Background: an optimization exercise with open tools, aiming at small area. Do not read the settings as production practice. In this exercise RTL edits were held to simulation tests only and were not proved equivalent to the original.

## flow/design.v (module list and top-level ports; edited modules follow where they fit)
// module convolutional_layer_1: 4198 lines
// module fa_cell: 4 lines
// module hold_mux: 3 lines
// module xor_cell: 3 lines
// module xnor_cell: 3 lines
// module inv_cell: 3 lines
// module ha_cell: 4 lines
module convolutional_layer_1 (
  input signed [7:0] in,
  input clk, en,
  output signed [191:0] out
);
  // ...
==> flow/flow/run.sh <==
#!/bin/bash
# Standard synthesis and layout with small port buffers; after placement the constant
# output ports of each map share one tie cell.
set -e
bash standard.sh synth > synth.log 2>&1
bash standard.sh BUFFER_PORTS_ARGS="-buffer_cell sky130_fd_sc_hd__buf_1" GPL_KEEP_OVERFLOW=0 place > place.log 2>&1
ODB=orfs/results/sky130hd/convolutional_layer_1/base/3_place.odb openroad -no_init -exit flow/merge_ties.tcl > merge_ties.log 2>&1
bash standard.sh BUFFER_PORTS_ARGS="-buffer_cell sky130_fd_sc_hd__buf_1" GPL_KEEP_OVERFLOW=0 finish > layout.log 2>&1
==> flow/flow/merge_ties.tcl <==
# Let one tie cell drive all the constant output ports of a map instead of one tie cell each.
read_db $::env(ODB)
set block [[[ord::get_db] getChip] getBlock]
array set keep {}
set removed 0
foreach inst [$block getInsts] {
  if {[[$inst getMaster] getName] ne "sky130_fd_sc_hd__conb_1"} { continue }
  set net "NULL"
  set pin ""
  foreach it [$inst getITerms] {
    set n [$it getNet]
    if {$n ne "NULL" && [[$it getMTerm] getName] in {LO HI}} { set net $n; set pin [[$it getMTerm] getName] }
  }
  if {$net eq "NULL"} { continue }
  set bts [$net getBTerms]
  if {[llength $bts] != 1 || [llength [$net getITerms]] != 1} { continue }
  set name [[lindex $bts 0] getName]
  if {![regexp {^out\[(\d+)\]$} $name -> idx]} { continue }
  set key "$pin[expr {$idx / 32}]"
  if {![info exists keep($key)]} { set keep($key) $net; continue }
  set bt [lindex $bts 0]
  $bt disconnect
  $bt connect $keep($key)
  odb::dbInst_destroy $inst
  odb::dbNet_destroy $net
  incr removed
}
puts "merge_ties: removed $removed tie cells"
write_db $::env(ODB)
==> flow/standard.sh <==
#!/bin/bash
# synth_recipe.tcl (not shown) runs the flow's synth.tcl, then flattens the netlist and writes it again
# the make line also repeats each setting of config.mk as NAME=value (left out here)
make -C /OpenROAD-flow-scripts/flow DESIGN_CONFIG=/design/flow/config.mk WORK_HOME=/design/flow/orfs CLKGATE_MAP_FILE= SYNTH_SCRIPT=/design/flow/synth_recipe.tcl "${@:-finish}"
==> flow/config.mk <==
export PLATFORM = sky130hd
export DESIGN_NAME = convolutional_layer_1
export DESIGN_NICKNAME = convolutional_layer_1
export VERILOG_FILES = /design/flow/design.v
export SDC_FILE = /design/flow/constraint.sdc
export NUM_CORES = 8
export LEC_CHECK = 0
export CAP_MARGIN = 20
export CORE_MARGIN = 2
export CORE_UTILIZATION = 55
export CTS_BUF_LIST = sky130_fd_sc_hd__clkbuf_16
export CTS_CLUSTER_DIAMETER = 100
export CTS_CLUSTER_SIZE = 30
export GPL_ROUTABILITY_DRIVEN = 0
export SLEW_MARGIN = 20
export SYNTH_HIERARCHICAL = 1
export SYNTH_MINIMUM_KEEP_SIZE = 0
==> flow/constraint.sdc <==
create_clock -name core_clock -period 18.0 [get_ports {clk}]
set_input_delay 3.6000 -clock core_clock [delete_from_list [all_inputs] [get_ports {clk}]]
set_output_delay 3.6000 -clock core_clock [all_outputs]
set_load 0.01 [all_outputs]
==> impl_metrics.xml, run 1 <==
<?xml version="1.0" encoding="UTF-8"?>
<metrics>
  <group name="status">
    <metric name="outcome" unit="">timing/DRC/antenna clean</metric>
  </group>
  <group name="critical_path">
    <metric name="critPathBufInv" unit="">5</metric>
    <metric name="critPathLaunchType" unit="">register</metric>
    <metric name="cp_common_cell" unit="">sky130_fd_sc_hd__fa_1</metric>
    <metric name="r2r.worst_path.cells" unit="">1</metric>
    <metric name="r2r_start" unit="">u[1][4]</metric>
    <metric name="required" unit="ps">14400</metric>
  </group>
  <group name="grt">
    <metric name="globalRouteMet3Util" unit="%">25.6</metric>
    <metric name="first_global_vias" unit="">45000</metric>
    <metric name="grt.met2_usage" unit="%">52.5</metric>
    <metric name="antenna_violations_before_repair" unit="">10</metric>
    <metric name="largest_net_degree_at_the_start_of_global_routing" unit="">34</metric>
  </group>
  <group name="clock_network">
    <metric name="post-cts-setup-buffers" unit="">0</metric>
    <metric name="post_cts_resized" unit="">0</metric>
    <metric name="clock-sinks" unit="">1064</metric>
  </group>
  <group name="cells_and_area">
    <metric name="cell_class_ranked_first_by_area" unit="">multi-input gates</metric>
    <metric name="fin_util" unit="%">58.1</metric>
    <metric name="stdcell_count" unit="">6336</metric>
    <metric name="antenna_cells" unit="">12</metric>
    <metric name="final.signal_inverter_count" unit="">412</metric>
    <metric name="final.clkbuf_count" unit="">49</metric>
    <metric name="final_design_area_no_fill" unit="sq um">72800</metric>
    <metric name="register_fraction_of_the_total_cell_area" unit="%">29.3</metric>
    <metric name="registers.top_by_ff_count" unit="">u</metric>
    <metric name="area.growth.synth_to_final" unit="%">5.14</metric>
  </group>
  <group name="synth">
    <metric name="post-synth-top-area-fraction" unit="%">49.0</metric>
    <metric name="post-synth-top-count-cell" unit="">sky130_fd_sc_hd__fa_1</metric>
    <metric name="combinational_family_with_the_most_area_after_synthesis" unit="">adder cells</metric>
    <metric name="synth_simple_gate_area_share" unit="%">0.858</metric>
    <metric name="synth-seq-cells" unit="">1064</metric>
    <metric name="synthTopCellsByArea" unit="">sky130_fd_sc_hd__fa_1 49%, sky130_fd_sc_hd__dfxtp_1 31%, sky130_fd_sc_hd__a22o_1 13%</metric>
  </group>
  <group name="hold_path">
    <metric name="min_path_cells" unit="">1</metric>
  </group>
  <group name="sta">
    <metric name="whs" unit="ps">423</metric>
    <metric name="maxSlewHeadroom" unit="%">7.19</metric>
    <metric name="timing.final.crit_period" unit="ps">17760</metric>
    <metric name="timing_hold_violations_final" unit="">0</metric>
  </group>
  <group name="detailed_routing">
    <metric name="route.met2.wl" unit="um">98800</metric>
  </group>
  <group name="floorplanning">
    <metric name="io_pins" unit="">202</metric>
  </group>
</metrics>
==> inputs of run 2 (changes only) <==
--- a/flow/config.mk
+++ b/flow/config.mk
@@ -11,7 +11,6 @@
 export CTS_BUF_LIST = sky130_fd_sc_hd__clkbuf_16
 export CTS_CLUSTER_DIAMETER = 100
 export CTS_CLUSTER_SIZE = 30
-export GPL_ROUTABILITY_DRIVEN = 0
 export SLEW_MARGIN = 20
 export SYNTH_HIERARCHICAL = 1
 export SYNTH_MINIMUM_KEEP_SIZE = 0
==> impl_metrics.xml, run 2 <==
<?xml version="1.0" encoding="UTF-8"?>
<metrics>
  <group name="status">
    <metric name="outcome" unit="">timing/DRC/antenna clean</metric>
  </group>
  <group name="cells_and_area">
    <metric name="area.growth.synth_to_final" unit="%">5.23</metric>
    <metric name="final_layout_size_suffix_gt1_share" unit="%">2.16</metric>
    <metric name="registers.top_by_ff_count" unit="">u</metric>
    <metric name="layout_common_cells" unit="">1,693 x sky130_fd_sc_hd__fa_1, 1,064 x sky130_fd_sc_hd__a22o_1, 1,052 x sky130_fd_sc_hd__dfxtp_1</metric>
    <metric name="layout.cells.most_common" unit="">sky130_fd_sc_hd__fa_1</metric>
    <metric name="stdcell_count" unit="">6341</metric>
    <metric name="flip_flop_count_of_the_largest_register_all_copies_and_words_added" unit="">1064</metric>
    <metric name="largest_registers" unit="">u: 1064 flops</metric>
    <metric name="final_net_count" unit="">6513</metric>
    <metric name="num-fill-cells" unit="">9574</metric>
  </group>
  <group name="synth">
    <metric name="synth-seq-cells" unit="">1064</metric>
    <metric name="synthCells" unit="">4582</metric>
    <metric name="post_synthesis_area_per_instance" unit="sq um">15.1</metric>
    <metric name="yosysSeqAreaShare" unit="%">30.8</metric>
    <metric name="fraction_of_registers_with_async_set_or_reset_after_synthesis" unit="%">0</metric>
    <metric name="synth-main-ff-cell" unit="">sky130_fd_sc_hd__dfxtp_1</metric>
    <metric name="synth_top_area_cell" unit="">sky130_fd_sc_hd__fa_1</metric>
    <metric name="synthTopCellsByArea" unit="">sky130_fd_sc_hd__fa_1 49%, sky130_fd_sc_hd__dfxtp_1 31%, sky130_fd_sc_hd__a22o_1 13%</metric>
    <metric name="synth_enable_flop_cells" unit="">0</metric>
    <metric name="post-synth-top-area-fraction" unit="%">49.0</metric>
    <metric name="synthDistinctLibCells" unit="">14</metric>
    <metric name="synthesis.area" unit="sq um">69300</metric>
    <metric name="synth_warnings" unit="">9</metric>
    <metric name="synth_common_cells" unit="">1,694 x sky130_fd_sc_hd__fa_1, 1,064 x sky130_fd_sc_hd__a22o_1, 1,064 x sky130_fd_sc_hd__dfxtp_1</metric>
    <metric name="post-synth-top-count-cell" unit="">sky130_fd_sc_hd__fa_1</metric>
  </group>
  <group name="sta">
    <metric name="fmax" unit="MHz">56.6</metric>
    <metric name="timing.final.max_slew_violations" unit="">0</metric>
    <metric name="timing_hold_violations_final" unit="">0</metric>
    <metric name="skew" unit="ps">70.3</metric>
    <metric name="setup_total_negative_slack" unit="ps">0</metric>
    <metric name="setup_viol" unit="">0</metric>
    <metric name="tightestPinTransition" unit="ps">1270</metric>
    <metric name="final.period_utilization" unit="%">98.2</metric>
    <metric name="grt_setup_unrepaired" unit="">no</metric>
    <metric name="timing.final.crit_period" unit="ps">17670</metric>
    <metric name="maxSlewHeadroom" unit="%">15.1</metric>
  </group>
  <group name="clock_network">
    <metric name="cts-root-to-sink-buffers" unit="">3</metric>
    <metric name="tritoncts" unit="">yes</metric>
    <metric name="clk_pin_slew" unit="ps">120</metric>
    <metric name="clkLatencyLatePin" unit="ps">720</metric>
    <metric name="htreeDepth" unit="">2</metric>
    <metric name="clockRootBuffer" unit="">sky130_fd_sc_hd__clkbuf_16</metric>
    <metric name="post_cts_resized" unit="">0</metric>
    <metric name="clock-sinks" unit="">1064</metric>
    <metric name="post-cts-setup-buffers" unit="">0</metric>
    <metric name="cts_hold_buffers" unit="">0</metric>
    <metric name="num_cts_buffers" unit="">52</metric>
  </group>
  <group name="critical_path">
    <metric name="path_max_fanout" unit="">10</metric>
    <metric name="required" unit="ps">14400</metric>
    <metric name="worst_path_largest_cell_delay" unit="ps">1240</metric>
    <metric name="critPathLaunchType" unit="">register</metric>
    <metric name="cp_common_cell" unit="">sky130_fd_sc_hd__fa_1</metric>
    <metric name="cp_slowest_cell" unit="">sky130_fd_sc_hd__fa_1</metric>
    <metric name="end_kind" unit="">output pin</metric>
    <metric name="cp.arrival" unit="ps">14070</metric>
    <metric name="crit_type" unit="">register to output pin</metric>
  </group>
  <group name="grt">
    <metric name="antenna_violations_before_repair" unit="">16</metric>
    <metric name="first_global_vias" unit="">45300</metric>
    <metric name="grt.total_usage" unit="%">46.6</metric>
    <metric name="grt_first_pass_wirelength" unit="um">394000</metric>
    <metric name="largest_net_degree_at_the_start_of_global_routing" unit="">34</metric>
    <metric name="grt_remaining_overflow" unit="">0</metric>
  </group>
  <group name="floorplanning">
    <metric name="start_util" unit="%">55.3</metric>
    <metric name="rows" unit="">130</metric>
    <metric name="design.die.area" unit="sq um">129000</metric>
    <metric name="core-area" unit="sq um">125000</metric>
    <metric name="io_pins" unit="">202</metric>
    <metric name="die-width" unit="um">359</metric>
    <metric name="die_height" unit="um">359</metric>
  </group>
  <group name="detailed_routing">
    <metric name="residual_drc" unit="">0</metric>
    <metric name="first_pass_iters" unit="">5</metric>
    <metric name="postRouteAntennaNets" unit="">0</metric>
    <metric name="routed_via_density" unit="">6.82</metric>
    <metric name="routedWlPerCell" unit="um">46.9</metric>
    <metric name="drtIter0Drc" unit="">5460</metric>
    <metric name="routed-via-count" unit="">43200</metric>
    <metric name="final_routed_wirelength_across_all_metal_layers" unit="um">298000</metric>
  </group>
  <group name="hold_path">
    <metric name="hold_class" unit="">register to register</metric>
  </group>
  <group name="placement">
    <metric name="portBuffers" unit="">111</metric>
    <metric name="dp.cells" unit="">6345</metric>
    <metric name="sum_of_net_half_perimeters_after_detailed_placement" unit="um">253000</metric>
    <metric name="gpl.final_weighted_congestion" unit="">1.13</metric>
  </group>
  <group name="run">
    <metric name="cap_viol_max_count" unit="">0</metric>
  </group>
</metrics>
==> run 2: cell counts after synthesis <==
Identical to the previous run, type by type.
==> run 2: layout make-up <==
type	count	area [sq um]	area share, %
Multi-Input combinational cell	3017	45800	62.8
Sequential cell	1064	21300	29.2
Tap cell	1650	2060	2.83
Inverter	412	1550	2.12
Clock buffer	52	1300	1.79
Timing Repair Buffer	119	576	0.790
Clock inverter	18	300	0.412
Antenna cell	9	22.5	0.0309
==> run 2: modules after synthesis (local to each module, per instance) <==
module                 times used  cells
convolutional_layer_1           1   1607
fa_cell                      1694      1
ha_cell                       143      1
hold_mux                     1064      1
xnor_cell                       2      1
xor_cell                        4      1
inv_cell                       68      1
==> run 2: through the flow <==
| step | setup WS (ps) | hold WS (ps) | util [%] | instance area (sq um) |
|---|---|---|---|---|
| after floorplan | 2870 | 443 | - | 69600 |
| after global placement | 963 | 456 | 57.0 | 71400 |
| after detailed placement | 1100 | 455 | 57.1 | 71500 |
| after CTS | 301 | 481 | 58.1 | 72800 |
| after global routing | 67.0 | 499 | 58.2 | 72900 |
| final | 331 | 484 | 58.2 | 72900 |
==> run 2: cell families after synthesis <==
kind of cell | Yosys count | synth area share, %
AOI/OAI and AO/OA | 1064 | 13.5
xor gates and xnor gates | 8 | 0.123
adders and majority gates | 1837 | 51.6
buffers and inverters | 506 | 3.25
DFF | 1064 | 30.8
other | 1 | 0.00541
and+or+nand+nor | 102 | 0.858
==> run 2: metal layers <==
metal  global-route usage (%)  up-vias  share of wire (%)  wire, um
met5                        0        -              0.044       132
met4                     26.7       18                7.4     21900
met3                     20.2      844                 13     40100
met2                     65.1     3024                 42    124000
met1                     60.7    23500                 38    112000
li1                         -    15800                  -         -
==> run 2: critical path, delay by kind of cell, from the launching register on <==
kind	cells	cell delay (ps)
xor gates and xnor gates	1	740
and+or+nand+nor	1	120
adders and majority gates	25	11370
buffers and inverters	4	360
DFF	1	700
==> run 2: worst paths after layout <==
path / slack [ps] / depth (start not counted) / endpoint / start
max: 330 / 31 / out[66] / u[34][0]
min: 480 / 1 / u[91][1] / u[90][1]
max reg2reg: 16490 / 1 / u[99][6] / u[99][6]
min reg2reg: 480 / 1 / u[91][1] / u[90][1]

-- what the ideal ports hide --
How much do the figures lean on ideal ports? The routed layouts below were timed once more, with nothing changed but the port constraints. Step 1 sets driving cells, clkbuf_16 on the clock port and buf_2 on the other inputs (assumed; they add their load-dependent delay and slew). Step 2 times the ports against the registers' clock, not the clock port: input delays grow and output delays shrink by t, the midpoint of the rising clock arrivals with the driver on. Slacks: ideal ports / drivers / drivers and shift; pairs: ideal ports / drivers.
run	shift t [ns]	slack for setup (ns)	clock arrival spread, ns	cell pins on the clock port's net
run 1	0.784	0.235 / 0.157 / 0.942	0.085 / 0.085	1
run 2	0.768	0.331 / 0.247 / 1.015	0.082 / 0.082	1
After both steps every run listed still meets setup and hold.
